This design comes from an exercise in tuning for small area, a short achievable clock period and few clock cycles per item on the open sky130 flow, not from production work.
No run shown here included a check of the RTL's function; only the layout flow was run.
Power and IR drop assume default switching activity.

==> flow/design.v, too long to show whole: its modules and the start of the top module <==
// module fir: 643 lines
module fir (
    input  wire        ap_clk,
    input  wire        ap_rst,
    input  wire        ap_start,
    output wire        ap_done,
    output wire        ap_idle,
    output wire        ap_ready,
    output wire [31:0] y,
    output wire        y_ap_vld,
    output wire [3:0]  c_address0,
    output wire        c_ce0,
    input  wire [31:0] c_q0,
    input  wire [31:0] x
);
  // ...
==> flow/flow/run.sh <==
#!/bin/bash
# Standard ORFS layout, with two changes:
#  1. after the standard synthesis, flow/polarity.py re-chooses the polarity of the full adders
#     and XOR gates to drop inverters (same function, same registers);
#  2. ports are buffered with buf_2 instead of the flow's default buffer.
set -euo pipefail
W=$(pwd)
R=$W/orfs/results/$FLOW_PLATFORM/fir/base
bash standard.sh "$R/1_2_yosys.v" > synth.log 2>&1
cp "$R/1_2_yosys.v" "$W/1_2_yosys_standard.v"
python3 flow/polarity.py "$W/1_2_yosys_standard.v" "$R/1_2_yosys.v" > polarity.log 2>&1
export BUFFER_PORTS_ARGS="-buffer_cell sky130_fd_sc_hd__buf_2"
bash standard.sh > layout.log 2>&1
==> flow/flow/polarity.py <==
#!/usr/bin/env python3
"""Re-choose the polarity of full adders and XOR gates in a mapped sky130 netlist so that
fewer inverters are needed.  A full adder is self-dual (inverting all three inputs inverts
both outputs) and an XOR/XNOR gate absorbs an inversion on any pin by swapping xor2<->xnor2,
so inverters next to them can often be removed.  The function of the netlist is unchanged.

usage: polarity.py IN.v OUT.v
"""
import re, sys, collections

src = open(sys.argv[1]).read()

# --- parse the single flat module ------------------------------------------------------
inst_re = re.compile(r'^\s*(sky130_fd_sc_hd__\w+)\s+(\S+)\s*\((.*?)\);\s*$', re.S | re.M)
pin_re = re.compile(r'\.(\w+)\(\s*([^()]*?)\s*\)')
OUTS = {'X', 'Y', 'Q', 'Q_N', 'SUM', 'COUT', 'HI', 'LO'}

insts = []
for m in inst_re.finditer(src):
    typ, name, body = m.group(1), m.group(2), m.group(3)
    pins = [(p, n) for p, n in pin_re.findall(body)]
    insts.append({'type': typ, 'name': name, 'pins': pins, 'span': m.span()})

def base(t):
    return re.sub(r'^sky130_fd_sc_hd__', '', t)

def kind(t):
    b = base(t)
    if re.match(r'(clk)?inv_\d+$', b): return 'inv'
    if re.match(r'fa_\d+$', b): return 'fa'
    if re.match(r'xor2_\d+$', b): return 'xor'
    if re.match(r'xnor2_\d+$', b): return 'xnor'
    return 'other'

driver = {}
loads = collections.defaultdict(list)   # net -> [(inst idx, pin)]
for i, c in enumerate(insts):
    c['kind'] = kind(c['type'])
    for p, n in c['pins']:
        if p in OUTS:
            driver[n] = (i, p)
        else:
            loads[n].append((i, p))

port_nets = set()
for m in re.finditer(r'^\s*(input|output|inout)\s+(\[[^\]]*\]\s*)?([^;]+);', src, re.M):
    for n in m.group(3).split(','):
        port_nets.add(n.strip())
def is_port(n):
    b = re.sub(r'\[\d+\]$', '', n.strip())
    return n in port_nets or b in port_nets

# --- logical signals: collapse inverters that touch an FA or XOR ---------------------------
# an inverter is collapsible when its input net is not a port and its output net is not a port
# and the output feeds only cells (no port)
def flexible(i):
    return insts[i]['kind'] in ('fa', 'xor', 'xnor')

coll = set()
for i, c in enumerate(insts):
    if c['kind'] != 'inv':
        continue
    a = dict(c['pins'])['A']; y = dict(c['pins'])['Y']
    if is_port(a) or is_port(y) or a not in driver:
        continue
    d = driver[a][0]
    touches = flexible(d) or any(flexible(j) for j, _ in loads[y])
    if touches and all(insts[j]['kind'] != 'inv' for j, _ in loads[y]):
        coll.add(i)

# root(net) -> (root net, parity)
inv_of = {}
for i in coll:
    pd = dict(insts[i]['pins']); inv_of[pd['Y']] = pd['A']
def root(n):
    par = 0
    while n in inv_of:
        n = inv_of[n]; par ^= 1
    return n, par

# signal = root net; consumers: (inst, pin, extra parity)
sig_cons = collections.defaultdict(list)
for i, c in enumerate(insts):
    if i in coll:
        continue
    for p, n in c['pins']:
        if p in OUTS:
            continue
        r, par = root(n)
        sig_cons[r].append((i, p, par))

# variables: FA flip f[i]; XOR output flip q[i]
var = {i: 0 for i, c in enumerate(insts) if c['kind'] in ('fa', 'xor', 'xnor') and i not in coll}

def drv_pol(sig):
    if sig in driver:
        i, p = driver[sig]
        if i in var:
            return var[i]
    return 0

def req(i, par):
    """polarity (relative to the signal) that consumer i needs on a pin fed with parity par"""
    k = insts[i]['kind']
    if k == 'fa':
        return var[i] ^ par
    if k in ('xor', 'xnor'):
        return None            # takes either
    return par

def sig_cost(sig):
    d = drv_pol(sig)
    need_other = False
    for i, p, par in sig_cons.get(sig, []):
        r = req(i, par)
        if r is not None and r != d:
            need_other = True
    # a port driven with the wrong polarity also needs an inverter
    return 1 if need_other else 0

# signals touched by each variable
touch = collections.defaultdict(set)
for i in var:
    for p, n in insts[i]['pins']:
        if p in OUTS:
            touch[i].add(n)
        elif insts[i]['kind'] == 'fa':
            touch[i].add(root(n)[0])
fixed_out = set()
for n in driver:
    if is_port(n):
        fixed_out.add(n)

def can_flip(i):
    for p, n in insts[i]['pins']:
        if p in OUTS and (is_port(n) or n in fixed_out):
            return False
    return True

before = sum(sig_cost(s) for s in set(sig_cons) | set(driver))
improved = True
rounds = 0
while improved and rounds < 50:
    improved = False; rounds += 1
    for i in var:
        if not can_flip(i):
            continue
        sigs = touch[i]
        c0 = sum(sig_cost(s) for s in sigs)
        var[i] ^= 1
        c1 = sum(sig_cost(s) for s in sigs)
        if c1 < c0:
            improved = True
        else:
            var[i] ^= 1
after = sum(sig_cost(s) for s in set(sig_cons) | set(driver))

# --- rewrite ------------------------------------------------------------------------------
# physical net of signal s with polarity d = drv_pol(s) is the root net itself (driver output).
# the opposite polarity is a new inverter output net.
inv_net = {}
new_cells = []
cnt = [0]
def other(sig):
    if sig not in inv_net:
        cnt[0] += 1
        nn = f'_pol{cnt[0]}_'
        inv_net[sig] = nn
        sp = ' ' if sig.startswith(chr(92)) else ''
        new_cells.append(f'  sky130_fd_sc_hd__inv_1 _polinv{cnt[0]}_ (\n    .A({sig}{sp}),\n    .Y({nn})\n  );\n')
    return inv_net[sig]

new_type = {}
new_pins = {}
for i, c in enumerate(insts):
    if i in coll:
        continue
    k = c['kind']
    pins = []
    parity = 0
    for p, n in c['pins']:
        if p in OUTS:
            pins.append((p, n)); continue
        sig, par = root(n)
        d = drv_pol(sig)
        r = req(i, par)
        if r is None:          # XOR consumer: take the driver's polarity
            r = d
            parity ^= d ^ par  # received value = wanted ^ (d ^ par)
        pins.append((p, sig if r == d else other(sig)))
    new_pins[i] = pins
    if k in ('xor', 'xnor'):
        inv = parity ^ var[i] ^ (1 if k == 'xnor' else 0)
        t = c['type']
        size = re.search(r'_(\d+)$', t).group(1)
        new_type[i] = f'sky130_fd_sc_hd__{"xnor2" if inv else "xor2"}_{size}'
        outp = 'Y' if inv else 'X'     # xnor2 drives Y, xor2 drives X
        new_pins[i] = [((outp if p in OUTS else p), n) for p, n in new_pins[i]]

# nets that lost their driver (collapsed inverter outputs) are simply left unused
out = []
last = 0
for i, c in enumerate(insts):
    s, e = c['span']
    out.append(src[last:s])
    last = e
    if i in coll:
        continue
    t = new_type.get(i, c['type'])
    body = ',\n'.join(f'    .{p}({n}{" " if n.startswith(chr(92)) else ""})' for p, n in new_pins[i])
    out.append(f'  {t} {c["name"]} (\n{body}\n  );')
tail = src[last:]
em = tail.rfind('endmodule')
out.append(tail[:em])
# declare new nets
decl = ''.join(f'  wire {inv_net[s]};\n' for s in inv_net)
out.append(decl + ''.join(new_cells) + tail[em:])
txt = ''.join(out)
open(sys.argv[2], 'w').write(txt)
ninv_before = sum(1 for c in insts if c['kind'] == 'inv')
sys.stderr.write(f'polarity: {len(coll)} inverters collapsed, {len(new_cells)} added '
                 f'(cost {before} -> {after}), {ninv_before} inverters before\n')
==> flow/standard.sh <==
#!/bin/bash
# synth_recipe.tcl (not shown) runs the flow's synth.tcl, then flattens the netlist and writes it again
# the make line also repeats each setting of config.mk as NAME=value (left out here)
make -C /OpenROAD-flow-scripts/flow DESIGN_CONFIG=/design/flow/config.mk WORK_HOME=/design/flow/orfs CLKGATE_MAP_FILE= SYNTH_SCRIPT=/design/flow/synth_recipe.tcl "${@:-finish}"
==> flow/config.mk <==
export PLATFORM = sky130hd
export DESIGN_NAME = fir
export DESIGN_NICKNAME = fir
export VERILOG_FILES = /design/flow/design.v
export SDC_FILE = /design/flow/constraint.sdc
export NUM_CORES = 4
export LEC_CHECK = 0
export CAP_MARGIN = 20
export CORE_MARGIN = 2
export CORE_UTILIZATION = 60
export CTS_BUF_LIST = sky130_fd_sc_hd__clkbuf_8
export CTS_CLUSTER_DIAMETER = 60
export CTS_CLUSTER_SIZE = 16
export PLACE_DENSITY = 0.7
export SETUP_SLACK_MARGIN = 4.7
export SLEW_MARGIN = 20
==> flow/constraint.sdc <==
create_clock -name core_clock -period 8.5 [get_ports {ap_clk}]
set_input_delay 1.7000 -clock core_clock [delete_from_list [all_inputs] [get_ports {ap_clk}]]
set_output_delay 1.7000 -clock core_clock [all_outputs]
set_load 0.01 [all_outputs]
==> impl_metrics.tcl, run 1 <==
set metrics [dict create \
    slew_violations 0 \
    maxCapViolations 0 \
    clock_area_share_pct 2.83 \
    grt_pass1_vias 17000 \
    core_sq_mm 0.0397 \
    cp_slowest_cell "fa_1" \
    syn_area_sq_mm 0.0241 \
    final_antenna_net_count 0 \
    postCtsHoldBufs 0 \
    multi_input_area_share_pct 51.3 \
    buf_share_pct 6.29 \
    power.switching_uw 1310 \
    skew_ns 0.0449 \
    cts.sinks 478 \
    status "no timing/DRC/antenna violations" \
    critPathKind "reg -> reg" \
    crit_top_cell "xnor2_1" \
    min_path_type "reg -> reg" \
    mostFrequentLayoutCells "dfxtp_1 (421), a22oi_1 (234), xor2_1 (205), fa_1 (184), xnor2_1 (123)" \
    finalNonFillerCells 2731 \
    wl_met3_um 5850 \
    areaGrowthSynthToFinish_pct 13.4 \
    hold_end "ring[3][30]" \
    regArea_sq_mm 0.00974 \
    top_register "ring" \
    cp_num_cells 13 \
    grt_max_degree 49 \
    grt.busiest_layer "met2" \
    switching_share_pct 29.1 \
    top_power_group "registers" \
    antenna_found_initial 4 \
    final_core_util_pct 68.9 \
    start_util_pct 60.7 \
    critPathBufInv 0 \
    multi_input_gates 1367 \
    crit_required_ns 9.02 \
    detailedRoute.firstIterationViolations 1634 \
    num_antenna_cells 0 \
]
==> run 2, diff against run 1 <==
==> flow/design.v (replaced) <==
module fir (
    input  wire        ap_clk,
    input  wire        ap_rst,
    input  wire        ap_start,
    output wire        ap_done,
    output wire        ap_idle,
    output wire        ap_ready,
    output wire [31:0] y,
    output wire        y_ap_vld,
    output wire [3:0]  c_address0,
    output wire        c_ce0,
    input  wire [31:0] c_q0,
    input  wire [31:0] x
);
reg  [3:0]  cnt;       
reg  [3:0]  ph;        
reg  [3:0]  nvalid;    
reg         done_q;
reg         clr;       
reg  [31:0] ring [0:9];
reg  [31:0] c_reg;
reg  [15:0] bone, btwo, bneg;
reg  [31:0] acc_s, acc_c;
reg  [1:0]  acc_t;      
wire busy_rd = (cnt <= 4'd10);
wire ld_ring = (cnt >= 4'd1) && (cnt <= 4'd10);
assign ap_idle    = ~ap_start;
assign ap_done    = done_q;
assign ap_ready   = done_q;
assign y_ap_vld   = done_q;
assign y          = c_reg;
assign c_ce0      = ap_start & busy_rd;
assign c_address0 = (cnt == 4'd10) ? 4'd0 : ((ph == 4'd9) ? 4'd1 : ph + 4'd2);
always @(posedge ap_clk) begin
    if (ap_rst) begin
        cnt    <= 4'd0;
        done_q <= 1'b0;
        clr    <= 1'b0;
        ph     <= 4'd0;
        nvalid <= 4'd0;
    end else begin
        if (cnt == 4'd0)
            cnt <= {3'd0, ap_start};
        else if (cnt == 4'd14)
            cnt <= 4'd0;
        else
            cnt <= cnt + 4'd1;
        done_q <= (cnt == 4'd13);
        clr    <= (cnt == 4'd1);
        if (done_q) begin
            ph <= (ph >= 4'd8) ? ph - 4'd8 : ph + 4'd2;
            if (nvalid != 4'd10)
                nvalid <= nvalid + 4'd1;
        end else begin
            ph <= (ph == 4'd9) ? 4'd0 : ph + 4'd1;
        end
    end
end
integer r;
always @(posedge ap_clk) begin
    for (r = 0; r < 9; r = r + 1)
        ring[r] <= ring[r + 1];
    ring[9] <= (ld_ring && ph == 4'd9) ? x : ring[0];
end
wire [31:0] dsel = (cnt == 4'd11) ? x : ((ph < nvalid) ? ring[0] : 32'd0);
wire [32:0] dx   = {dsel, 1'b0};
integer g;
always @(posedge ap_clk) begin
    c_reg <= (cnt == 4'd13) ? (acc_s + acc_c) ^ {^acc_t, 31'd0} : c_q0;    
    for (g = 0; g < 16; g = g + 1) begin
        bone[g] <= (dx[2*g+1] ^ dx[2*g]);
        btwo[g] <= ((dx[2*g+2] & ~dx[2*g+1] & ~dx[2*g]) | (~dx[2*g+2] & dx[2*g+1] & dx[2*g]));
        bneg[g] <= dx[2*g+2];
    end
end
wire [31:0] pp0 = ((c_reg[31:0] & {32{bone[0]}}) | ({c_reg[30:0], 1'b0} & {32{btwo[0]}})) ^ {32{bneg[0]}};
wire [29:0] pp1 = ((c_reg[29:0] & {30{bone[1]}}) | ({c_reg[28:0], 1'b0} & {30{btwo[1]}})) ^ {30{bneg[1]}};
wire [27:0] pp2 = ((c_reg[27:0] & {28{bone[2]}}) | ({c_reg[26:0], 1'b0} & {28{btwo[2]}})) ^ {28{bneg[2]}};
wire [25:0] pp3 = ((c_reg[25:0] & {26{bone[3]}}) | ({c_reg[24:0], 1'b0} & {26{btwo[3]}})) ^ {26{bneg[3]}};
wire [23:0] pp4 = ((c_reg[23:0] & {24{bone[4]}}) | ({c_reg[22:0], 1'b0} & {24{btwo[4]}})) ^ {24{bneg[4]}};
wire [21:0] pp5 = ((c_reg[21:0] & {22{bone[5]}}) | ({c_reg[20:0], 1'b0} & {22{btwo[5]}})) ^ {22{bneg[5]}};
wire [19:0] pp6 = ((c_reg[19:0] & {20{bone[6]}}) | ({c_reg[18:0], 1'b0} & {20{btwo[6]}})) ^ {20{bneg[6]}};
wire [17:0] pp7 = ((c_reg[17:0] & {18{bone[7]}}) | ({c_reg[16:0], 1'b0} & {18{btwo[7]}})) ^ {18{bneg[7]}};
wire [15:0] pp8 = ((c_reg[15:0] & {16{bone[8]}}) | ({c_reg[14:0], 1'b0} & {16{btwo[8]}})) ^ {16{bneg[8]}};
wire [13:0] pp9 = ((c_reg[13:0] & {14{bone[9]}}) | ({c_reg[12:0], 1'b0} & {14{btwo[9]}})) ^ {14{bneg[9]}};
wire [11:0] pp10 = ((c_reg[11:0] & {12{bone[10]}}) | ({c_reg[10:0], 1'b0} & {12{btwo[10]}})) ^ {12{bneg[10]}};
wire [9:0] pp11 = ((c_reg[9:0] & {10{bone[11]}}) | ({c_reg[8:0], 1'b0} & {10{btwo[11]}})) ^ {10{bneg[11]}};
wire [7:0] pp12 = ((c_reg[7:0] & {8{bone[12]}}) | ({c_reg[6:0], 1'b0} & {8{btwo[12]}})) ^ {8{bneg[12]}};
wire [5:0] pp13 = ((c_reg[5:0] & {6{bone[13]}}) | ({c_reg[4:0], 1'b0} & {6{btwo[13]}})) ^ {6{bneg[13]}};
wire [3:0] pp14 = ((c_reg[3:0] & {4{bone[14]}}) | ({c_reg[2:0], 1'b0} & {4{btwo[14]}})) ^ {4{bneg[14]}};
wire [1:0] pp15 = ((c_reg[1:0] & {2{bone[15]}}) | ({c_reg[0:0], 1'b0} & {2{btwo[15]}})) ^ {2{bneg[15]}};
wire [31:0] sm = acc_s & {32{~clr}};
wire [31:0] cm = acc_c & {32{~clr}};
wire [1:0]  tm = acc_t & {2{~clr}};
wire s_1 = bneg[0] ^ sm[0] ^ cm[0];
wire c_2 = (bneg[0] & sm[0]) | (cm[0] & (bneg[0] ^ sm[0]));
wire s_3 = sm[1] ^ cm[1] ^ c_2;
wire c_4 = (sm[1] & cm[1]) | (c_2 & (sm[1] ^ cm[1]));
wire s_5 = bneg[1] ^ sm[2] ^ cm[2];
wire c_6 = (bneg[1] & sm[2]) | (cm[2] & (bneg[1] ^ sm[2]));
wire s_7 = pp0[2] ^ pp1[0] ^ s_5;
wire c_8 = (pp0[2] & pp1[0]) | (s_5 & (pp0[2] ^ pp1[0]));
wire s_9 = sm[3] ^ cm[3] ^ c_6;
wire c_10 = (sm[3] & cm[3]) | (c_6 & (sm[3] ^ cm[3]));
wire s_11 = pp0[3] ^ pp1[1] ^ c_8;
wire c_12 = (pp0[3] & pp1[1]) | (c_8 & (pp0[3] ^ pp1[1]));
wire s_13 = bneg[2] ^ sm[4] ^ cm[4];
wire c_14 = (bneg[2] & sm[4]) | (cm[4] & (bneg[2] ^ sm[4]));
wire s_15 = pp0[4] ^ pp1[2] ^ pp2[0];
wire c_16 = (pp0[4] & pp1[2]) | (pp2[0] & (pp0[4] ^ pp1[2]));
wire s_17 = s_13 ^ c_10 ^ s_15;
wire c_18 = (s_13 & c_10) | (s_15 & (s_13 ^ c_10));
wire s_19 = sm[5] ^ cm[5] ^ c_14;
wire c_20 = (sm[5] & cm[5]) | (c_14 & (sm[5] ^ cm[5]));
wire s_21 = pp0[5] ^ pp1[3] ^ pp2[1];
wire c_22 = (pp0[5] & pp1[3]) | (pp2[1] & (pp0[5] ^ pp1[3]));
wire s_23 = c_16 ^ s_19 ^ s_21;
wire c_24 = (c_16 & s_19) | (s_21 & (c_16 ^ s_19));
wire s_25 = bneg[3] ^ sm[6] ^ cm[6];
wire c_26 = (bneg[3] & sm[6]) | (cm[6] & (bneg[3] ^ sm[6]));
wire s_27 = pp0[6] ^ pp1[4] ^ pp2[2];
wire c_28 = (pp0[6] & pp1[4]) | (pp2[2] & (pp0[6] ^ pp1[4]));
wire s_29 = pp3[0] ^ s_25 ^ c_20;
wire c_30 = (pp3[0] & s_25) | (c_20 & (pp3[0] ^ s_25));
wire s_31 = c_22 ^ s_27 ^ s_29;
wire c_32 = (c_22 & s_27) | (s_29 & (c_22 ^ s_27));
wire s_33 = sm[7] ^ cm[7] ^ c_26;
wire c_34 = (sm[7] & cm[7]) | (c_26 & (sm[7] ^ cm[7]));
wire s_35 = pp0[7] ^ pp1[5] ^ pp2[3];
wire c_36 = (pp0[7] & pp1[5]) | (pp2[3] & (pp0[7] ^ pp1[5]));
wire s_37 = pp3[1] ^ c_28 ^ s_33;
wire c_38 = (pp3[1] & c_28) | (s_33 & (pp3[1] ^ c_28));
wire s_39 = s_35 ^ c_30 ^ s_37;
wire c_40 = (s_35 & c_30) | (s_37 & (s_35 ^ c_30));
wire s_41 = bneg[4] ^ sm[8] ^ cm[8];
wire c_42 = (bneg[4] & sm[8]) | (cm[8] & (bneg[4] ^ sm[8]));
wire s_43 = pp0[8] ^ pp1[6] ^ pp2[4];
wire c_44 = (pp0[8] & pp1[6]) | (pp2[4] & (pp0[8] ^ pp1[6]));
wire s_45 = pp3[2] ^ pp4[0] ^ s_41;
wire c_46 = (pp3[2] & pp4[0]) | (s_41 & (pp3[2] ^ pp4[0]));
wire s_47 = c_34 ^ c_36 ^ s_43;
wire c_48 = (c_34 & c_36) | (s_43 & (c_34 ^ c_36));
wire s_49 = s_45 ^ c_38 ^ s_47;
wire c_50 = (s_45 & c_38) | (s_47 & (s_45 ^ c_38));
wire s_51 = sm[9] ^ cm[9] ^ c_42;
wire c_52 = (sm[9] & cm[9]) | (c_42 & (sm[9] ^ cm[9]));
wire s_53 = pp0[9] ^ pp1[7] ^ pp2[5];
wire c_54 = (pp0[9] & pp1[7]) | (pp2[5] & (pp0[9] ^ pp1[7]));
wire s_55 = pp3[3] ^ pp4[1] ^ c_44;
wire c_56 = (pp3[3] & pp4[1]) | (c_44 & (pp3[3] ^ pp4[1]));
wire s_57 = c_46 ^ s_51 ^ s_53;
wire c_58 = (c_46 & s_51) | (s_53 & (c_46 ^ s_51));
wire s_59 = c_48 ^ s_55 ^ s_57;
wire c_60 = (c_48 & s_55) | (s_57 & (c_48 ^ s_55));
wire s_61 = bneg[5] ^ sm[10] ^ cm[10];
wire c_62 = (bneg[5] & sm[10]) | (cm[10] & (bneg[5] ^ sm[10]));
wire s_63 = pp0[10] ^ pp1[8] ^ pp2[6];
wire c_64 = (pp0[10] & pp1[8]) | (pp2[6] & (pp0[10] ^ pp1[8]));
wire s_65 = pp3[4] ^ pp4[2] ^ pp5[0];
wire c_66 = (pp3[4] & pp4[2]) | (pp5[0] & (pp3[4] ^ pp4[2]));
wire s_67 = s_61 ^ c_52 ^ c_54;
wire c_68 = (s_61 & c_52) | (c_54 & (s_61 ^ c_52));
wire s_69 = s_63 ^ s_65 ^ c_56;
wire c_70 = (s_63 & s_65) | (c_56 & (s_63 ^ s_65));
wire s_71 = c_58 ^ s_67 ^ s_69;
wire c_72 = (c_58 & s_67) | (s_69 & (c_58 ^ s_67));
wire s_73 = sm[11] ^ cm[11] ^ c_62;
wire c_74 = (sm[11] & cm[11]) | (c_62 & (sm[11] ^ cm[11]));
wire s_75 = pp0[11] ^ pp1[9] ^ pp2[7];
wire c_76 = (pp0[11] & pp1[9]) | (pp2[7] & (pp0[11] ^ pp1[9]));
wire s_77 = pp3[5] ^ pp4[3] ^ pp5[1];
wire c_78 = (pp3[5] & pp4[3]) | (pp5[1] & (pp3[5] ^ pp4[3]));
wire s_79 = c_64 ^ c_66 ^ s_73;
wire c_80 = (c_64 & c_66) | (s_73 & (c_64 ^ c_66));
wire s_81 = s_75 ^ s_77 ^ c_68;
wire c_82 = (s_75 & s_77) | (c_68 & (s_75 ^ s_77));
wire s_83 = s_79 ^ c_70 ^ s_81;
wire c_84 = (s_79 & c_70) | (s_81 & (s_79 ^ c_70));
wire s_85 = bneg[6] ^ sm[12] ^ cm[12];
wire c_86 = (bneg[6] & sm[12]) | (cm[12] & (bneg[6] ^ sm[12]));
wire s_87 = pp0[12] ^ pp1[10] ^ pp2[8];
wire c_88 = (pp0[12] & pp1[10]) | (pp2[8] & (pp0[12] ^ pp1[10]));
wire s_89 = pp3[6] ^ pp4[4] ^ pp5[2];
wire c_90 = (pp3[6] & pp4[4]) | (pp5[2] & (pp3[6] ^ pp4[4]));
wire s_91 = pp6[0] ^ s_85 ^ c_74;
wire c_92 = (pp6[0] & s_85) | (c_74 & (pp6[0] ^ s_85));
wire s_93 = c_76 ^ c_78 ^ s_87;
wire c_94 = (c_76 & c_78) | (s_87 & (c_76 ^ c_78));
wire s_95 = s_89 ^ c_80 ^ s_91;
wire c_96 = (s_89 & c_80) | (s_91 & (s_89 ^ c_80));
wire s_97 = s_93 ^ c_82 ^ s_95;
wire c_98 = (s_93 & c_82) | (s_95 & (s_93 ^ c_82));
wire s_99 = sm[13] ^ cm[13] ^ c_86;
wire c_100 = (sm[13] & cm[13]) | (c_86 & (sm[13] ^ cm[13]));
wire s_101 = pp0[13] ^ pp1[11] ^ pp2[9];
wire c_102 = (pp0[13] & pp1[11]) | (pp2[9] & (pp0[13] ^ pp1[11]));
wire s_103 = pp3[7] ^ pp4[5] ^ pp5[3];
wire c_104 = (pp3[7] & pp4[5]) | (pp5[3] & (pp3[7] ^ pp4[5]));
wire s_105 = pp6[1] ^ c_88 ^ c_90;
wire c_106 = (pp6[1] & c_88) | (c_90 & (pp6[1] ^ c_88));
wire s_107 = s_99 ^ s_101 ^ s_103;
wire c_108 = (s_99 & s_101) | (s_103 & (s_99 ^ s_101));
wire s_109 = c_92 ^ c_94 ^ s_105;
wire c_110 = (c_92 & c_94) | (s_105 & (c_92 ^ c_94));
wire s_111 = s_107 ^ c_96 ^ s_109;
wire c_112 = (s_107 & c_96) | (s_109 & (s_107 ^ c_96));
wire s_113 = bneg[7] ^ sm[14] ^ cm[14];
wire c_114 = (bneg[7] & sm[14]) | (cm[14] & (bneg[7] ^ sm[14]));
wire s_115 = pp0[14] ^ pp1[12] ^ pp2[10];
wire c_116 = (pp0[14] & pp1[12]) | (pp2[10] & (pp0[14] ^ pp1[12]));
wire s_117 = pp3[8] ^ pp4[6] ^ pp5[4];
wire c_118 = (pp3[8] & pp4[6]) | (pp5[4] & (pp3[8] ^ pp4[6]));
wire s_119 = pp6[2] ^ pp7[0] ^ s_113;
wire c_120 = (pp6[2] & pp7[0]) | (s_113 & (pp6[2] ^ pp7[0]));
wire s_121 = c_100 ^ c_102 ^ c_104;
wire c_122 = (c_100 & c_102) | (c_104 & (c_100 ^ c_102));
wire s_123 = s_115 ^ s_117 ^ s_119;
wire c_124 = (s_115 & s_117) | (s_119 & (s_115 ^ s_117));
wire s_125 = c_106 ^ c_108 ^ s_121;
wire c_126 = (c_106 & c_108) | (s_121 & (c_106 ^ c_108));
wire s_127 = s_123 ^ c_110 ^ s_125;
wire c_128 = (s_123 & c_110) | (s_125 & (s_123 ^ c_110));
wire s_129 = sm[15] ^ cm[15] ^ c_114;
wire c_130 = (sm[15] & cm[15]) | (c_114 & (sm[15] ^ cm[15]));
wire s_131 = pp0[15] ^ pp1[13] ^ pp2[11];
wire c_132 = (pp0[15] & pp1[13]) | (pp2[11] & (pp0[15] ^ pp1[13]));
wire s_133 = pp3[9] ^ pp4[7] ^ pp5[5];
wire c_134 = (pp3[9] & pp4[7]) | (pp5[5] & (pp3[9] ^ pp4[7]));
wire s_135 = pp6[3] ^ pp7[1] ^ c_116;
wire c_136 = (pp6[3] & pp7[1]) | (c_116 & (pp6[3] ^ pp7[1]));
wire s_137 = c_118 ^ c_120 ^ s_129;
wire c_138 = (c_118 & c_120) | (s_129 & (c_118 ^ c_120));
wire s_139 = s_131 ^ s_133 ^ c_122;
wire c_140 = (s_131 & s_133) | (c_122 & (s_131 ^ s_133));
wire s_141 = s_135 ^ c_124 ^ s_137;
wire c_142 = (s_135 & c_124) | (s_137 & (s_135 ^ c_124));
wire s_143 = c_126 ^ s_139 ^ s_141;
wire c_144 = (c_126 & s_139) | (s_141 & (c_126 ^ s_139));
wire s_145 = bneg[8] ^ sm[16] ^ cm[16];
wire c_146 = (bneg[8] & sm[16]) | (cm[16] & (bneg[8] ^ sm[16]));
wire s_147 = pp0[16] ^ pp1[14] ^ pp2[12];
wire c_148 = (pp0[16] & pp1[14]) | (pp2[12] & (pp0[16] ^ pp1[14]));
wire s_149 = pp3[10] ^ pp4[8] ^ pp5[6];
wire c_150 = (pp3[10] & pp4[8]) | (pp5[6] & (pp3[10] ^ pp4[8]));
wire s_151 = pp6[4] ^ pp7[2] ^ pp8[0];
wire c_152 = (pp6[4] & pp7[2]) | (pp8[0] & (pp6[4] ^ pp7[2]));
wire s_153 = s_145 ^ c_130 ^ c_132;
wire c_154 = (s_145 & c_130) | (c_132 & (s_145 ^ c_130));
wire s_155 = c_134 ^ s_147 ^ s_149;
wire c_156 = (c_134 & s_147) | (s_149 & (c_134 ^ s_147));
wire s_157 = s_151 ^ c_136 ^ c_138;
wire c_158 = (s_151 & c_136) | (c_138 & (s_151 ^ c_136));
wire s_159 = s_153 ^ s_155 ^ c_140;
wire c_160 = (s_153 & s_155) | (c_140 & (s_153 ^ s_155));
wire s_161 = c_142 ^ s_157 ^ s_159;
wire c_162 = (c_142 & s_157) | (s_159 & (c_142 ^ s_157));
wire s_163 = sm[17] ^ cm[17] ^ c_146;
wire c_164 = (sm[17] & cm[17]) | (c_146 & (sm[17] ^ cm[17]));
wire s_165 = pp0[17] ^ pp1[15] ^ pp2[13];
wire c_166 = (pp0[17] & pp1[15]) | (pp2[13] & (pp0[17] ^ pp1[15]));
wire s_167 = pp3[11] ^ pp4[9] ^ pp5[7];
wire c_168 = (pp3[11] & pp4[9]) | (pp5[7] & (pp3[11] ^ pp4[9]));
wire s_169 = pp6[5] ^ pp7[3] ^ pp8[1];
wire c_170 = (pp6[5] & pp7[3]) | (pp8[1] & (pp6[5] ^ pp7[3]));
wire s_171 = c_148 ^ c_150 ^ c_152;
wire c_172 = (c_148 & c_150) | (c_152 & (c_148 ^ c_150));
wire s_173 = s_163 ^ s_165 ^ s_167;
wire c_174 = (s_163 & s_165) | (s_167 & (s_163 ^ s_165));
wire s_175 = s_169 ^ c_154 ^ c_156;
wire c_176 = (s_169 & c_154) | (c_156 & (s_169 ^ c_154));
wire s_177 = s_171 ^ s_173 ^ c_158;
wire c_178 = (s_171 & s_173) | (c_158 & (s_171 ^ s_173));
wire s_179 = s_175 ^ c_160 ^ s_177;
wire c_180 = (s_175 & c_160) | (s_177 & (s_175 ^ c_160));
wire s_181 = bneg[9] ^ sm[18] ^ cm[18];
wire c_182 = (bneg[9] & sm[18]) | (cm[18] & (bneg[9] ^ sm[18]));
wire s_183 = pp0[18] ^ pp1[16] ^ pp2[14];
wire c_184 = (pp0[18] & pp1[16]) | (pp2[14] & (pp0[18] ^ pp1[16]));
wire s_185 = pp3[12] ^ pp4[10] ^ pp5[8];
wire c_186 = (pp3[12] & pp4[10]) | (pp5[8] & (pp3[12] ^ pp4[10]));
wire s_187 = pp6[6] ^ pp7[4] ^ pp8[2];
wire c_188 = (pp6[6] & pp7[4]) | (pp8[2] & (pp6[6] ^ pp7[4]));
wire s_189 = pp9[0] ^ s_181 ^ c_164;
wire c_190 = (pp9[0] & s_181) | (c_164 & (pp9[0] ^ s_181));
wire s_191 = c_166 ^ c_168 ^ c_170;
wire c_192 = (c_166 & c_168) | (c_170 & (c_166 ^ c_168));
wire s_193 = s_183 ^ s_185 ^ s_187;
wire c_194 = (s_183 & s_185) | (s_187 & (s_183 ^ s_185));
wire s_195 = c_172 ^ s_189 ^ c_174;
wire c_196 = (c_172 & s_189) | (c_174 & (c_172 ^ s_189));
wire s_197 = s_191 ^ s_193 ^ c_176;
wire c_198 = (s_191 & s_193) | (c_176 & (s_191 ^ s_193));
wire s_199 = s_195 ^ c_178 ^ s_197;
wire c_200 = (s_195 & c_178) | (s_197 & (s_195 ^ c_178));
wire s_201 = sm[19] ^ cm[19] ^ c_182;
wire c_202 = (sm[19] & cm[19]) | (c_182 & (sm[19] ^ cm[19]));
wire s_203 = pp0[19] ^ pp1[17] ^ pp2[15];
wire c_204 = (pp0[19] & pp1[17]) | (pp2[15] & (pp0[19] ^ pp1[17]));
wire s_205 = pp3[13] ^ pp4[11] ^ pp5[9];
wire c_206 = (pp3[13] & pp4[11]) | (pp5[9] & (pp3[13] ^ pp4[11]));
wire s_207 = pp6[7] ^ pp7[5] ^ pp8[3];
wire c_208 = (pp6[7] & pp7[5]) | (pp8[3] & (pp6[7] ^ pp7[5]));
wire s_209 = pp9[1] ^ c_184 ^ c_186;
wire c_210 = (pp9[1] & c_184) | (c_186 & (pp9[1] ^ c_184));
wire s_211 = c_188 ^ s_201 ^ s_203;
wire c_212 = (c_188 & s_201) | (s_203 & (c_188 ^ s_201));
wire s_213 = s_205 ^ s_207 ^ c_190;
wire c_214 = (s_205 & s_207) | (c_190 & (s_205 ^ s_207));
wire s_215 = c_192 ^ c_194 ^ s_209;
wire c_216 = (c_192 & c_194) | (s_209 & (c_192 ^ c_194));
wire s_217 = s_211 ^ s_213 ^ c_196;
wire c_218 = (s_211 & s_213) | (c_196 & (s_211 ^ s_213));
wire s_219 = s_215 ^ c_198 ^ s_217;
wire c_220 = (s_215 & c_198) | (s_217 & (s_215 ^ c_198));
wire s_221 = bneg[10] ^ sm[20] ^ cm[20];
wire c_222 = (bneg[10] & sm[20]) | (cm[20] & (bneg[10] ^ sm[20]));
wire s_223 = pp0[20] ^ pp1[18] ^ pp2[16];
wire c_224 = (pp0[20] & pp1[18]) | (pp2[16] & (pp0[20] ^ pp1[18]));
wire s_225 = pp3[14] ^ pp4[12] ^ pp5[10];
wire c_226 = (pp3[14] & pp4[12]) | (pp5[10] & (pp3[14] ^ pp4[12]));
wire s_227 = pp6[8] ^ pp7[6] ^ pp8[4];
wire c_228 = (pp6[8] & pp7[6]) | (pp8[4] & (pp6[8] ^ pp7[6]));
wire s_229 = pp9[2] ^ pp10[0] ^ s_221;
wire c_230 = (pp9[2] & pp10[0]) | (s_221 & (pp9[2] ^ pp10[0]));
wire s_231 = c_202 ^ c_204 ^ c_206;
wire c_232 = (c_202 & c_204) | (c_206 & (c_202 ^ c_204));
wire s_233 = c_208 ^ s_223 ^ s_225;
wire c_234 = (c_208 & s_223) | (s_225 & (c_208 ^ s_223));
wire s_235 = s_227 ^ s_229 ^ c_210;
wire c_236 = (s_227 & s_229) | (c_210 & (s_227 ^ s_229));
wire s_237 = c_212 ^ s_231 ^ c_214;
wire c_238 = (c_212 & s_231) | (c_214 & (c_212 ^ s_231));
wire s_239 = s_233 ^ c_216 ^ s_235;
wire c_240 = (s_233 & c_216) | (s_235 & (s_233 ^ c_216));
wire s_241 = s_237 ^ c_218 ^ s_239;
wire c_242 = (s_237 & c_218) | (s_239 & (s_237 ^ c_218));
wire s_243 = sm[21] ^ cm[21] ^ c_222;
wire c_244 = (sm[21] & cm[21]) | (c_222 & (sm[21] ^ cm[21]));
wire s_245 = pp0[21] ^ pp1[19] ^ pp2[17];
wire c_246 = (pp0[21] & pp1[19]) | (pp2[17] & (pp0[21] ^ pp1[19]));
wire s_247 = pp3[15] ^ pp4[13] ^ pp5[11];
wire c_248 = (pp3[15] & pp4[13]) | (pp5[11] & (pp3[15] ^ pp4[13]));
wire s_249 = pp6[9] ^ pp7[7] ^ pp8[5];
wire c_250 = (pp6[9] & pp7[7]) | (pp8[5] & (pp6[9] ^ pp7[7]));
wire s_251 = pp9[3] ^ pp10[1] ^ c_224;
wire c_252 = (pp9[3] & pp10[1]) | (c_224 & (pp9[3] ^ pp10[1]));
wire s_253 = c_226 ^ c_228 ^ c_230;
wire c_254 = (c_226 & c_228) | (c_230 & (c_226 ^ c_228));
wire s_255 = s_243 ^ s_245 ^ s_247;
wire c_256 = (s_243 & s_245) | (s_247 & (s_243 ^ s_245));
wire s_257 = s_249 ^ c_232 ^ c_234;
wire c_258 = (s_249 & c_232) | (c_234 & (s_249 ^ c_232));
wire s_259 = s_251 ^ s_253 ^ s_255;
wire c_260 = (s_251 & s_253) | (s_255 & (s_251 ^ s_253));
wire s_261 = c_236 ^ c_238 ^ s_257;
wire c_262 = (c_236 & c_238) | (s_257 & (c_236 ^ c_238));
wire s_263 = s_259 ^ c_240 ^ s_261;
wire c_264 = (s_259 & c_240) | (s_261 & (s_259 ^ c_240));
wire s_265 = bneg[11] ^ sm[22] ^ cm[22];
wire c_266 = (bneg[11] & sm[22]) | (cm[22] & (bneg[11] ^ sm[22]));
wire s_267 = pp0[22] ^ pp1[20] ^ pp2[18];
wire c_268 = (pp0[22] & pp1[20]) | (pp2[18] & (pp0[22] ^ pp1[20]));
wire s_269 = pp3[16] ^ pp4[14] ^ pp5[12];
wire c_270 = (pp3[16] & pp4[14]) | (pp5[12] & (pp3[16] ^ pp4[14]));
wire s_271 = pp6[10] ^ pp7[8] ^ pp8[6];
wire c_272 = (pp6[10] & pp7[8]) | (pp8[6] & (pp6[10] ^ pp7[8]));
wire s_273 = pp9[4] ^ pp10[2] ^ pp11[0];
wire c_274 = (pp9[4] & pp10[2]) | (pp11[0] & (pp9[4] ^ pp10[2]));
wire s_275 = s_265 ^ c_244 ^ c_246;
wire c_276 = (s_265 & c_244) | (c_246 & (s_265 ^ c_244));
wire s_277 = c_248 ^ c_250 ^ s_267;
wire c_278 = (c_248 & c_250) | (s_267 & (c_248 ^ c_250));
wire s_279 = s_269 ^ s_271 ^ s_273;
wire c_280 = (s_269 & s_271) | (s_273 & (s_269 ^ s_271));
wire s_281 = c_252 ^ c_254 ^ c_256;
wire c_282 = (c_252 & c_254) | (c_256 & (c_252 ^ c_254));
wire s_283 = s_275 ^ s_277 ^ s_279;
wire c_284 = (s_275 & s_277) | (s_279 & (s_275 ^ s_277));
wire s_285 = c_258 ^ c_260 ^ s_281;
wire c_286 = (c_258 & c_260) | (s_281 & (c_258 ^ c_260));
wire s_287 = s_283 ^ c_262 ^ s_285;
wire c_288 = (s_283 & c_262) | (s_285 & (s_283 ^ c_262));
wire s_289 = sm[23] ^ cm[23] ^ c_266;
wire c_290 = (sm[23] & cm[23]) | (c_266 & (sm[23] ^ cm[23]));
wire s_291 = pp0[23] ^ pp1[21] ^ pp2[19];
wire c_292 = (pp0[23] & pp1[21]) | (pp2[19] & (pp0[23] ^ pp1[21]));
wire s_293 = pp3[17] ^ pp4[15] ^ pp5[13];
wire c_294 = (pp3[17] & pp4[15]) | (pp5[13] & (pp3[17] ^ pp4[15]));
wire s_295 = pp6[11] ^ pp7[9] ^ pp8[7];
wire c_296 = (pp6[11] & pp7[9]) | (pp8[7] & (pp6[11] ^ pp7[9]));
wire s_297 = pp9[5] ^ pp10[3] ^ pp11[1];
wire c_298 = (pp9[5] & pp10[3]) | (pp11[1] & (pp9[5] ^ pp10[3]));
wire s_299 = c_268 ^ c_270 ^ c_272;
wire c_300 = (c_268 & c_270) | (c_272 & (c_268 ^ c_270));
wire s_301 = c_274 ^ s_289 ^ s_291;
wire c_302 = (c_274 & s_289) | (s_291 & (c_274 ^ s_289));
wire s_303 = s_293 ^ s_295 ^ s_297;
wire c_304 = (s_293 & s_295) | (s_297 & (s_293 ^ s_295));
wire s_305 = c_276 ^ c_278 ^ c_280;
wire c_306 = (c_276 & c_278) | (c_280 & (c_276 ^ c_278));
wire s_307 = s_299 ^ s_301 ^ s_303;
wire c_308 = (s_299 & s_301) | (s_303 & (s_299 ^ s_301));
wire s_309 = c_282 ^ c_284 ^ s_305;
wire c_310 = (c_282 & c_284) | (s_305 & (c_282 ^ c_284));
wire s_311 = s_307 ^ c_286 ^ s_309;
wire c_312 = (s_307 & c_286) | (s_309 & (s_307 ^ c_286));
wire s_313 = bneg[12] ^ sm[24] ^ cm[24];
wire c_314 = (bneg[12] & sm[24]) | (cm[24] & (bneg[12] ^ sm[24]));
wire s_315 = pp0[24] ^ pp1[22] ^ pp2[20];
wire c_316 = (pp0[24] & pp1[22]) | (pp2[20] & (pp0[24] ^ pp1[22]));
wire s_317 = pp3[18] ^ pp4[16] ^ pp5[14];
wire c_318 = (pp3[18] & pp4[16]) | (pp5[14] & (pp3[18] ^ pp4[16]));
wire s_319 = pp6[12] ^ pp7[10] ^ pp8[8];
wire c_320 = (pp6[12] & pp7[10]) | (pp8[8] & (pp6[12] ^ pp7[10]));
wire s_321 = pp9[6] ^ pp10[4] ^ pp11[2];
wire c_322 = (pp9[6] & pp10[4]) | (pp11[2] & (pp9[6] ^ pp10[4]));
wire s_323 = pp12[0] ^ s_313 ^ c_290;
wire c_324 = (pp12[0] & s_313) | (c_290 & (pp12[0] ^ s_313));
wire s_325 = c_292 ^ c_294 ^ c_296;
wire c_326 = (c_292 & c_294) | (c_296 & (c_292 ^ c_294));
wire s_327 = c_298 ^ s_315 ^ s_317;
wire c_328 = (c_298 & s_315) | (s_317 & (c_298 ^ s_315));
wire s_329 = s_319 ^ s_321 ^ c_300;
wire c_330 = (s_319 & s_321) | (c_300 & (s_319 ^ s_321));
wire s_331 = s_323 ^ c_302 ^ c_304;
wire c_332 = (s_323 & c_302) | (c_304 & (s_323 ^ c_302));
wire s_333 = s_325 ^ s_327 ^ c_306;
wire c_334 = (s_325 & s_327) | (c_306 & (s_325 ^ s_327));
wire s_335 = s_329 ^ c_308 ^ s_331;
wire c_336 = (s_329 & c_308) | (s_331 & (s_329 ^ c_308));
wire s_337 = c_310 ^ s_333 ^ s_335;
wire c_338 = (c_310 & s_333) | (s_335 & (c_310 ^ s_333));
wire s_339 = sm[25] ^ cm[25] ^ c_314;
wire c_340 = (sm[25] & cm[25]) | (c_314 & (sm[25] ^ cm[25]));
wire s_341 = pp0[25] ^ pp1[23] ^ pp2[21];
wire c_342 = (pp0[25] & pp1[23]) | (pp2[21] & (pp0[25] ^ pp1[23]));
wire s_343 = pp3[19] ^ pp4[17] ^ pp5[15];
wire c_344 = (pp3[19] & pp4[17]) | (pp5[15] & (pp3[19] ^ pp4[17]));
wire s_345 = pp6[13] ^ pp7[11] ^ pp8[9];
wire c_346 = (pp6[13] & pp7[11]) | (pp8[9] & (pp6[13] ^ pp7[11]));
wire s_347 = pp9[7] ^ pp10[5] ^ pp11[3];
wire c_348 = (pp9[7] & pp10[5]) | (pp11[3] & (pp9[7] ^ pp10[5]));
wire s_349 = pp12[1] ^ c_316 ^ c_318;
wire c_350 = (pp12[1] & c_316) | (c_318 & (pp12[1] ^ c_316));
wire s_351 = c_320 ^ c_322 ^ s_339;
wire c_352 = (c_320 & c_322) | (s_339 & (c_320 ^ c_322));
wire s_353 = s_341 ^ s_343 ^ s_345;
wire c_354 = (s_341 & s_343) | (s_345 & (s_341 ^ s_343));
wire s_355 = s_347 ^ c_324 ^ c_326;
wire c_356 = (s_347 & c_324) | (c_326 & (s_347 ^ c_324));
wire s_357 = c_328 ^ s_349 ^ s_351;
wire c_358 = (c_328 & s_349) | (s_351 & (c_328 ^ s_349));
wire s_359 = s_353 ^ c_330 ^ c_332;
wire c_360 = (s_353 & c_330) | (c_332 & (s_353 ^ c_330));
wire s_361 = s_355 ^ s_357 ^ c_334;
wire c_362 = (s_355 & s_357) | (c_334 & (s_355 ^ s_357));
wire s_363 = c_336 ^ s_359 ^ s_361;
wire c_364 = (c_336 & s_359) | (s_361 & (c_336 ^ s_359));
wire s_365 = bneg[13] ^ sm[26] ^ cm[26];
wire c_366 = (bneg[13] & sm[26]) | (cm[26] & (bneg[13] ^ sm[26]));
wire s_367 = pp0[26] ^ pp1[24] ^ pp2[22];
wire c_368 = (pp0[26] & pp1[24]) | (pp2[22] & (pp0[26] ^ pp1[24]));
wire s_369 = pp3[20] ^ pp4[18] ^ pp5[16];
wire c_370 = (pp3[20] & pp4[18]) | (pp5[16] & (pp3[20] ^ pp4[18]));
wire s_371 = pp6[14] ^ pp7[12] ^ pp8[10];
wire c_372 = (pp6[14] & pp7[12]) | (pp8[10] & (pp6[14] ^ pp7[12]));
wire s_373 = pp9[8] ^ pp10[6] ^ pp11[4];
wire c_374 = (pp9[8] & pp10[6]) | (pp11[4] & (pp9[8] ^ pp10[6]));
wire s_375 = pp12[2] ^ pp13[0] ^ s_365;
wire c_376 = (pp12[2] & pp13[0]) | (s_365 & (pp12[2] ^ pp13[0]));
wire s_377 = c_340 ^ c_342 ^ c_344;
wire c_378 = (c_340 & c_342) | (c_344 & (c_340 ^ c_342));
wire s_379 = c_346 ^ c_348 ^ s_367;
wire c_380 = (c_346 & c_348) | (s_367 & (c_346 ^ c_348));
wire s_381 = s_369 ^ s_371 ^ s_373;
wire c_382 = (s_369 & s_371) | (s_373 & (s_369 ^ s_371));
wire s_383 = s_375 ^ c_350 ^ c_352;
wire c_384 = (s_375 & c_350) | (c_352 & (s_375 ^ c_350));
wire s_385 = c_354 ^ s_377 ^ s_379;
wire c_386 = (c_354 & s_377) | (s_379 & (c_354 ^ s_377));
wire s_387 = s_381 ^ c_356 ^ c_358;
wire c_388 = (s_381 & c_356) | (c_358 & (s_381 ^ c_356));
wire s_389 = s_383 ^ s_385 ^ c_360;
wire c_390 = (s_383 & s_385) | (c_360 & (s_383 ^ s_385));
wire s_391 = s_387 ^ c_362 ^ s_389;
wire c_392 = (s_387 & c_362) | (s_389 & (s_387 ^ c_362));
wire s_393 = sm[27] ^ cm[27] ^ c_366;
wire c_394 = (sm[27] & cm[27]) | (c_366 & (sm[27] ^ cm[27]));
wire s_395 = pp0[27] ^ pp1[25] ^ pp2[23];
wire c_396 = (pp0[27] & pp1[25]) | (pp2[23] & (pp0[27] ^ pp1[25]));
wire s_397 = pp3[21] ^ pp4[19] ^ pp5[17];
wire c_398 = (pp3[21] & pp4[19]) | (pp5[17] & (pp3[21] ^ pp4[19]));
wire s_399 = pp6[15] ^ pp7[13] ^ pp8[11];
wire c_400 = (pp6[15] & pp7[13]) | (pp8[11] & (pp6[15] ^ pp7[13]));
wire s_401 = pp9[9] ^ pp10[7] ^ pp11[5];
wire c_402 = (pp9[9] & pp10[7]) | (pp11[5] & (pp9[9] ^ pp10[7]));
wire s_403 = pp12[3] ^ pp13[1] ^ c_368;
wire c_404 = (pp12[3] & pp13[1]) | (c_368 & (pp12[3] ^ pp13[1]));
wire s_405 = c_370 ^ c_372 ^ c_374;
wire c_406 = (c_370 & c_372) | (c_374 & (c_370 ^ c_372));
wire s_407 = c_376 ^ s_393 ^ s_395;
wire c_408 = (c_376 & s_393) | (s_395 & (c_376 ^ s_393));
wire s_409 = s_397 ^ s_399 ^ s_401;
wire c_410 = (s_397 & s_399) | (s_401 & (s_397 ^ s_399));
wire s_411 = c_378 ^ c_380 ^ c_382;
wire c_412 = (c_378 & c_380) | (c_382 & (c_378 ^ c_380));
wire s_413 = s_403 ^ s_405 ^ s_407;
wire c_414 = (s_403 & s_405) | (s_407 & (s_403 ^ s_405));
wire s_415 = s_409 ^ c_384 ^ c_386;
wire c_416 = (s_409 & c_384) | (c_386 & (s_409 ^ c_384));
wire s_417 = s_411 ^ s_413 ^ c_388;
wire c_418 = (s_411 & s_413) | (c_388 & (s_411 ^ s_413));
wire s_419 = s_415 ^ c_390 ^ s_417;
wire c_420 = (s_415 & c_390) | (s_417 & (s_415 ^ c_390));
wire s_421 = bneg[14] ^ sm[28] ^ cm[28];
wire c_422 = (bneg[14] & sm[28]) | (cm[28] & (bneg[14] ^ sm[28]));
wire s_423 = pp0[28] ^ pp1[26] ^ pp2[24];
wire c_424 = (pp0[28] & pp1[26]) | (pp2[24] & (pp0[28] ^ pp1[26]));
wire s_425 = pp3[22] ^ pp4[20] ^ pp5[18];
wire c_426 = (pp3[22] & pp4[20]) | (pp5[18] & (pp3[22] ^ pp4[20]));
wire s_427 = pp6[16] ^ pp7[14] ^ pp8[12];
wire c_428 = (pp6[16] & pp7[14]) | (pp8[12] & (pp6[16] ^ pp7[14]));
wire s_429 = pp9[10] ^ pp10[8] ^ pp11[6];
wire c_430 = (pp9[10] & pp10[8]) | (pp11[6] & (pp9[10] ^ pp10[8]));
wire s_431 = pp12[4] ^ pp13[2] ^ pp14[0];
wire c_432 = (pp12[4] & pp13[2]) | (pp14[0] & (pp12[4] ^ pp13[2]));
wire s_433 = s_421 ^ c_394 ^ c_396;
wire c_434 = (s_421 & c_394) | (c_396 & (s_421 ^ c_394));
wire s_435 = c_398 ^ c_400 ^ c_402;
wire c_436 = (c_398 & c_400) | (c_402 & (c_398 ^ c_400));
wire s_437 = s_423 ^ s_425 ^ s_427;
wire c_438 = (s_423 & s_425) | (s_427 & (s_423 ^ s_425));
wire s_439 = s_429 ^ s_431 ^ c_404;
wire c_440 = (s_429 & s_431) | (c_404 & (s_429 ^ s_431));
wire s_441 = c_406 ^ c_408 ^ c_410;
wire c_442 = (c_406 & c_408) | (c_410 & (c_406 ^ c_408));
wire s_443 = s_433 ^ s_435 ^ s_437;
wire c_444 = (s_433 & s_435) | (s_437 & (s_433 ^ s_435));
wire s_445 = c_412 ^ s_439 ^ c_414;
wire c_446 = (c_412 & s_439) | (c_414 & (c_412 ^ s_439));
wire s_447 = s_441 ^ s_443 ^ c_416;
wire c_448 = (s_441 & s_443) | (c_416 & (s_441 ^ s_443));
wire s_449 = s_445 ^ c_418 ^ s_447;
wire c_450 = (s_445 & c_418) | (s_447 & (s_445 ^ c_418));
wire s_451 = sm[29] ^ cm[29] ^ c_422;
wire c_452 = (sm[29] & cm[29]) | (c_422 & (sm[29] ^ cm[29]));
wire s_453 = pp0[29] ^ pp1[27] ^ pp2[25];
wire c_454 = (pp0[29] & pp1[27]) | (pp2[25] & (pp0[29] ^ pp1[27]));
wire s_455 = pp3[23] ^ pp4[21] ^ pp5[19];
wire c_456 = (pp3[23] & pp4[21]) | (pp5[19] & (pp3[23] ^ pp4[21]));
wire s_457 = pp6[17] ^ pp7[15] ^ pp8[13];
wire c_458 = (pp6[17] & pp7[15]) | (pp8[13] & (pp6[17] ^ pp7[15]));
wire s_459 = pp9[11] ^ pp10[9] ^ pp11[7];
wire c_460 = (pp9[11] & pp10[9]) | (pp11[7] & (pp9[11] ^ pp10[9]));
wire s_461 = pp12[5] ^ pp13[3] ^ pp14[1];
wire c_462 = (pp12[5] & pp13[3]) | (pp14[1] & (pp12[5] ^ pp13[3]));
wire s_463 = c_424 ^ c_426 ^ c_428;
wire c_464 = (c_424 & c_426) | (c_428 & (c_424 ^ c_426));
wire s_465 = c_430 ^ c_432 ^ s_451;
wire c_466 = (c_430 & c_432) | (s_451 & (c_430 ^ c_432));
wire s_467 = s_453 ^ s_455 ^ s_457;
wire c_468 = (s_453 & s_455) | (s_457 & (s_453 ^ s_455));
wire s_469 = s_459 ^ s_461 ^ c_434;
wire c_470 = (s_459 & s_461) | (c_434 & (s_459 ^ s_461));
wire s_471 = c_436 ^ c_438 ^ s_463;
wire c_472 = (c_436 & c_438) | (s_463 & (c_436 ^ c_438));
wire s_473 = s_465 ^ s_467 ^ c_440;
wire c_474 = (s_465 & s_467) | (c_440 & (s_465 ^ s_467));
wire s_475 = c_442 ^ s_469 ^ c_444;
wire c_476 = (c_442 & s_469) | (c_444 & (c_442 ^ s_469));
wire s_477 = s_471 ^ s_473 ^ c_446;
wire c_478 = (s_471 & s_473) | (c_446 & (s_471 ^ s_473));
wire s_479 = s_475 ^ c_448 ^ s_477;
wire c_480 = (s_475 & c_448) | (s_477 & (s_475 ^ c_448));
wire s_481 = bneg[15] ^ sm[30] ^ cm[30];
wire c_482 = (bneg[15] & sm[30]) | (cm[30] & (bneg[15] ^ sm[30]));
wire s_483 = pp0[30] ^ pp1[28] ^ pp2[26];
wire c_484 = (pp0[30] & pp1[28]) | (pp2[26] & (pp0[30] ^ pp1[28]));
wire s_485 = pp3[24] ^ pp4[22] ^ pp5[20];
wire c_486 = (pp3[24] & pp4[22]) | (pp5[20] & (pp3[24] ^ pp4[22]));
wire s_487 = pp6[18] ^ pp7[16] ^ pp8[14];
wire c_488 = (pp6[18] & pp7[16]) | (pp8[14] & (pp6[18] ^ pp7[16]));
wire s_489 = pp9[12] ^ pp10[10] ^ pp11[8];
wire c_490 = (pp9[12] & pp10[10]) | (pp11[8] & (pp9[12] ^ pp10[10]));
wire s_491 = pp12[6] ^ pp13[4] ^ pp14[2];
wire c_492 = (pp12[6] & pp13[4]) | (pp14[2] & (pp12[6] ^ pp13[4]));
wire s_493 = pp15[0] ^ s_481 ^ c_452;
wire c_494 = (pp15[0] & s_481) | (c_452 & (pp15[0] ^ s_481));
wire s_495 = c_454 ^ c_456 ^ c_458;
wire c_496 = (c_454 & c_456) | (c_458 & (c_454 ^ c_456));
wire s_497 = c_460 ^ c_462 ^ s_483;
wire c_498 = (c_460 & c_462) | (s_483 & (c_460 ^ c_462));
wire s_499 = s_485 ^ s_487 ^ s_489;
wire c_500 = (s_485 & s_487) | (s_489 & (s_485 ^ s_487));
wire s_501 = s_491 ^ c_464 ^ c_466;
wire c_502 = (s_491 & c_464) | (c_466 & (s_491 ^ c_464));
wire s_503 = s_493 ^ c_468 ^ s_495;
wire c_504 = (s_493 & c_468) | (s_495 & (s_493 ^ c_468));
wire s_505 = s_497 ^ s_499 ^ c_470;
wire c_506 = (s_497 & s_499) | (c_470 & (s_497 ^ s_499));
wire s_507 = c_472 ^ s_501 ^ s_503;
wire c_508 = (c_472 & s_501) | (s_503 & (c_472 ^ s_501));
wire s_509 = c_474 ^ s_505 ^ c_476;
wire c_510 = (c_474 & s_505) | (c_476 & (c_474 ^ s_505));
wire s_511 = s_507 ^ c_478 ^ s_509;
wire c_512 = (s_507 & c_478) | (s_509 & (s_507 ^ c_478));
wire s_513 = sm[31] ^ cm[31];
wire s_514 = tm[0] ^ tm[1];
wire s_515 = s_513 ^ s_514;
wire s_516 = s_515 ^ c_482;
wire s_517 = pp0[31] ^ pp1[29];
wire s_518 = pp2[27] ^ pp3[25];
wire s_519 = pp4[23] ^ pp5[21];
wire s_520 = pp6[19] ^ pp7[17];
wire s_521 = pp8[15] ^ pp9[13];
wire s_522 = pp10[11] ^ pp11[9];
wire s_523 = pp12[7] ^ pp13[5];
wire s_524 = pp14[3] ^ pp15[1];
wire s_525 = s_516 ^ s_517;
wire s_526 = s_518 ^ s_519;
wire s_527 = s_520 ^ s_521;
wire s_528 = s_522 ^ s_523;
wire s_529 = s_524 ^ s_525;
wire s_530 = s_526 ^ s_527;
wire s_531 = s_528 ^ c_484;
wire s_532 = c_486 ^ c_488;
wire s_533 = c_490 ^ c_492;
wire s_534 = s_529 ^ s_530;
wire s_535 = s_531 ^ s_532;
wire s_536 = s_533 ^ c_494;
wire s_537 = s_534 ^ s_535;
wire s_538 = c_496 ^ s_536;
wire s_539 = s_537 ^ c_498;
wire s_540 = c_500 ^ s_538;
wire s_541 = s_539 ^ s_540;
wire s_542 = c_502 ^ c_504;
wire s_543 = s_541 ^ s_542;
wire s_544 = c_506 ^ s_543;
wire [31:0] nxt_s = {s_544, c_480, c_450, c_420, c_392, c_364, c_338, c_312, c_288, c_264, c_242, c_220, c_200, c_180, c_162, c_144, c_128, c_112, c_98, c_84, c_72, c_60, c_50, c_40, c_32, c_24, c_18, c_12, s_9, c_4, pp0[1], pp0[0]};
wire [31:0] nxt_c = {c_508, s_511, s_479, s_449, s_419, s_391, s_363, s_337, s_311, s_287, s_263, s_241, s_219, s_199, s_179, s_161, s_143, s_127, s_111, s_97, s_83, s_71, s_59, s_49, s_39, s_31, s_23, s_17, s_11, s_7, s_3, s_1};
wire [1:0]  nxt_t = {c_512, c_510};
always @(posedge ap_clk) begin
    acc_s <= nxt_s;
    acc_c <= nxt_c;
    acc_t <= nxt_t;
end
endmodule
==> impl_metrics.tcl, run 2 <==
set metrics [dict create \
    status "no timing/DRC/antenna violations" \
    vdd_drop_max_uv 198 \
    critPathBufInv 1 \
    core_sq_mm 0.0396 \
    max_freq_ghz 0.252 \
    dieArea_sq_mm 0.0416 \
    cts-root-buf "clkbuf_8" \
    areaGrowthSynthToFinish_pct 13.1 \
    tns_ns 0 \
    slew_violations 0 \
    p_total_uw 4500 \
    syn_area_sq_mm 0.0240 \
    htreeDepth 2 \
    crit_top_cell "fa_1" \
    avgSynthCellArea_sq_um 11.4 \
    die_h_um 204 \
    place.port_buffers 107 \
    setup_ws_ns 4.52 \
    critPathMaxStageDelay_ns 0.58 \
    grt_pass1_vias 16800 \
    fin_area_sq_mm 0.0272 \
    worst_ep_arrival_time_ns 4.52 \
    top_register "ring" \
    detailedRoute.firstIterationViolations 1837 \
    cts_made_buffers 42 \
    path_delay_family "adder cells" \
    power_density_mw_per_mm2 166 \
    relSlewSlack_pct 56.7 \
    antenna_found_initial 0 \
    gr-total-overflow 0 \
    clkTransAtPathRegs_ns 0.10 \
    final_antenna_net_count 0 \
    wl_um 66300 \
    gp_congestion 0.955 \
    min_period_over_period_pct 46.8 \
    crit_fanout 8 \
    die_w_um 204 \
    cts.sinks 480 \
    cp-start-kind "flop" \
    place_ws_ns 3.98 \
    grt_max_degree 62 \
    path_cells "a22oi_2 -> xor2_2 -> fa_1 -> fa_2 -> fa_2 -> fa_1 -> fa_1 -> fa_1 -> inv_1" \
    ios 108 \
    maxCapViolations 0 \
    dpl_cell_area_sq_mm 0.0250 \
    postCtsHoldBufs 0 \
    layout-drive-gt1-share_pct 20.9 \
    cts_buffer_depth 3 \
    first_pass_iters 7 \
    min_path_type "reg -> reg" \
    vias 16300 \
    yosys_warnings 2 \
    grt_usage_pct 31.6 \
    largest_reg_flops 320 \
    grt_pass1_wl_um 98300 \
    route.detailed.drc 0 \
    crit_required_ns 9.04 \
    cts_tree "yes" \
    hold_violations 0 \
    cp_slowest_cell "dfxtp_2" \
    critPathKind "reg -> reg" \
    clkLatencyLatePin_ns 0.64 \
    viasPerCell 5.99 \
    syn_inst 2103 \
    p_leak_uw 0.00957 \
    place_inst 2610 \
    post-route-min-period_ns 3.98 \
    start_util_pct 60.6 \
    end_kind "flop" \
    fin_nets 2548 \
    final_common_cell "dfxtp_1" \
    finalSetupViolations 0 \
    std_cell_rows 73 \
    grt_setup_unrepaired "yes" \
    syn-num-nets 2469 \
    mostFrequentLayoutCells "dfxtp_1 (425), a22oi_1 (250), fa_1 (192), xor2_1 (170), xnor2_1 (170)" \
    finalNonFillerCells 2722 \
    wl_per_cell_um 24.4 \
    tightest_slew_ns 0.650 \
    skew_ns 0.0287 \
    post-dp-hpwl_um 43000 \
]
-- run 2: area by class of cell --
| type | count | area [sq um] |
|---|---|---|
| diodes | 1 | 2.50 |
| clock inverters | 12 | 133 |
| inverters | 111 | 435 |
| fillers | 2982 | 12500 |
| well taps | 525 | 657 |
| repair buffers | 189 | 1690 |
| clock buffers | 46 | 633 |
| flip-flops and latches | 480 | 9770 |
| multi-input cells | 1358 | 13800 |
-- run 2: power by group --
group	total (uW)	switching (uW)	internal, uW
registers	2430	93.8	2340
logic	783	439	344
clock network	1280	768	517
-- run 2: worst paths after layout --
kind,depth (start not counted),to,startpoint,slack [ns]
worst max-delay path,9,acc_c[29],c_reg[25],4.52
worst min-delay path,0,ring[5][31],ring[6][31],0.31
worst max register to register,9,acc_c[29],c_reg[25],4.52
worst min register to register,0,ring[5][31],ring[6][31],0.31
-- run 2: repair_timing --
item                                    CTS  global route
pin swaps                                 7            44
gates resized for setup                 100           107
endpoints found under the setup margin   34            24
setup buffers                            28            14
hold endpoints to repair                  0             0
cloned                                    4             7
-- run 2: stage by stage --
stage          hold slack, ns  utilization [%]
2_1_floorplan           0.310                -
5_1_grt                 0.321             68.5
6_report                0.307             68.5
3_3_place_gp            0.310             63.0
4_1_cts                 0.317             66.7
3_5_place_dp            0.312             63.0
-- run 2: per-layer routing --
layer  GRT usage, %  vias to the layer above  part of all wire, %
met5              0                        -                    0
met4           16.9                        0                  6.1
met3           6.09                      240                  9.7
met2           50.3                      906                   46
met1           41.0                     8014                   38
li1               -                     7134                    -
-- run 2: worst register-to-register path, cell delays in order (launching register included) --
cell and delay, ns:
dfxtp_2 0.58, a22oi_2 0.18, xor2_2 0.22, fa_1 0.43, fa_2 0.42, fa_2 0.41, fa_1 0.57, fa_1 0.47
fa_1 0.56, inv_1 0.04

## what the ideal ports hide
Ports are ideal in the flow. The routed layouts listed here were re-timed in OpenROAD. Step 1 assumes that a clkbuf_16 drives the clock port and a buf_2 every other input. Step 2, shift: input delay + t, output delay - t, t = (earliest + latest rising clock arrival at the registers) / 2. This alone moves slack from input paths to output paths. a / b / c = ideal / step 1 / step 2; a / b = the first two.
run	shift t [ns]	setup WS [ns]	worst setup path at the end	latest minus earliest clock arrival (ns)	worst data-port slew with drivers (ns)
run 1	0.669	4.404 / 4.404 / 4.404	register to register	0.050 / 0.050	0.07
run 2	0.683	4.525 / 4.525 / 4.525	register to register	0.029 / 0.028	0.06
After both steps every run listed still meets setup and hold.
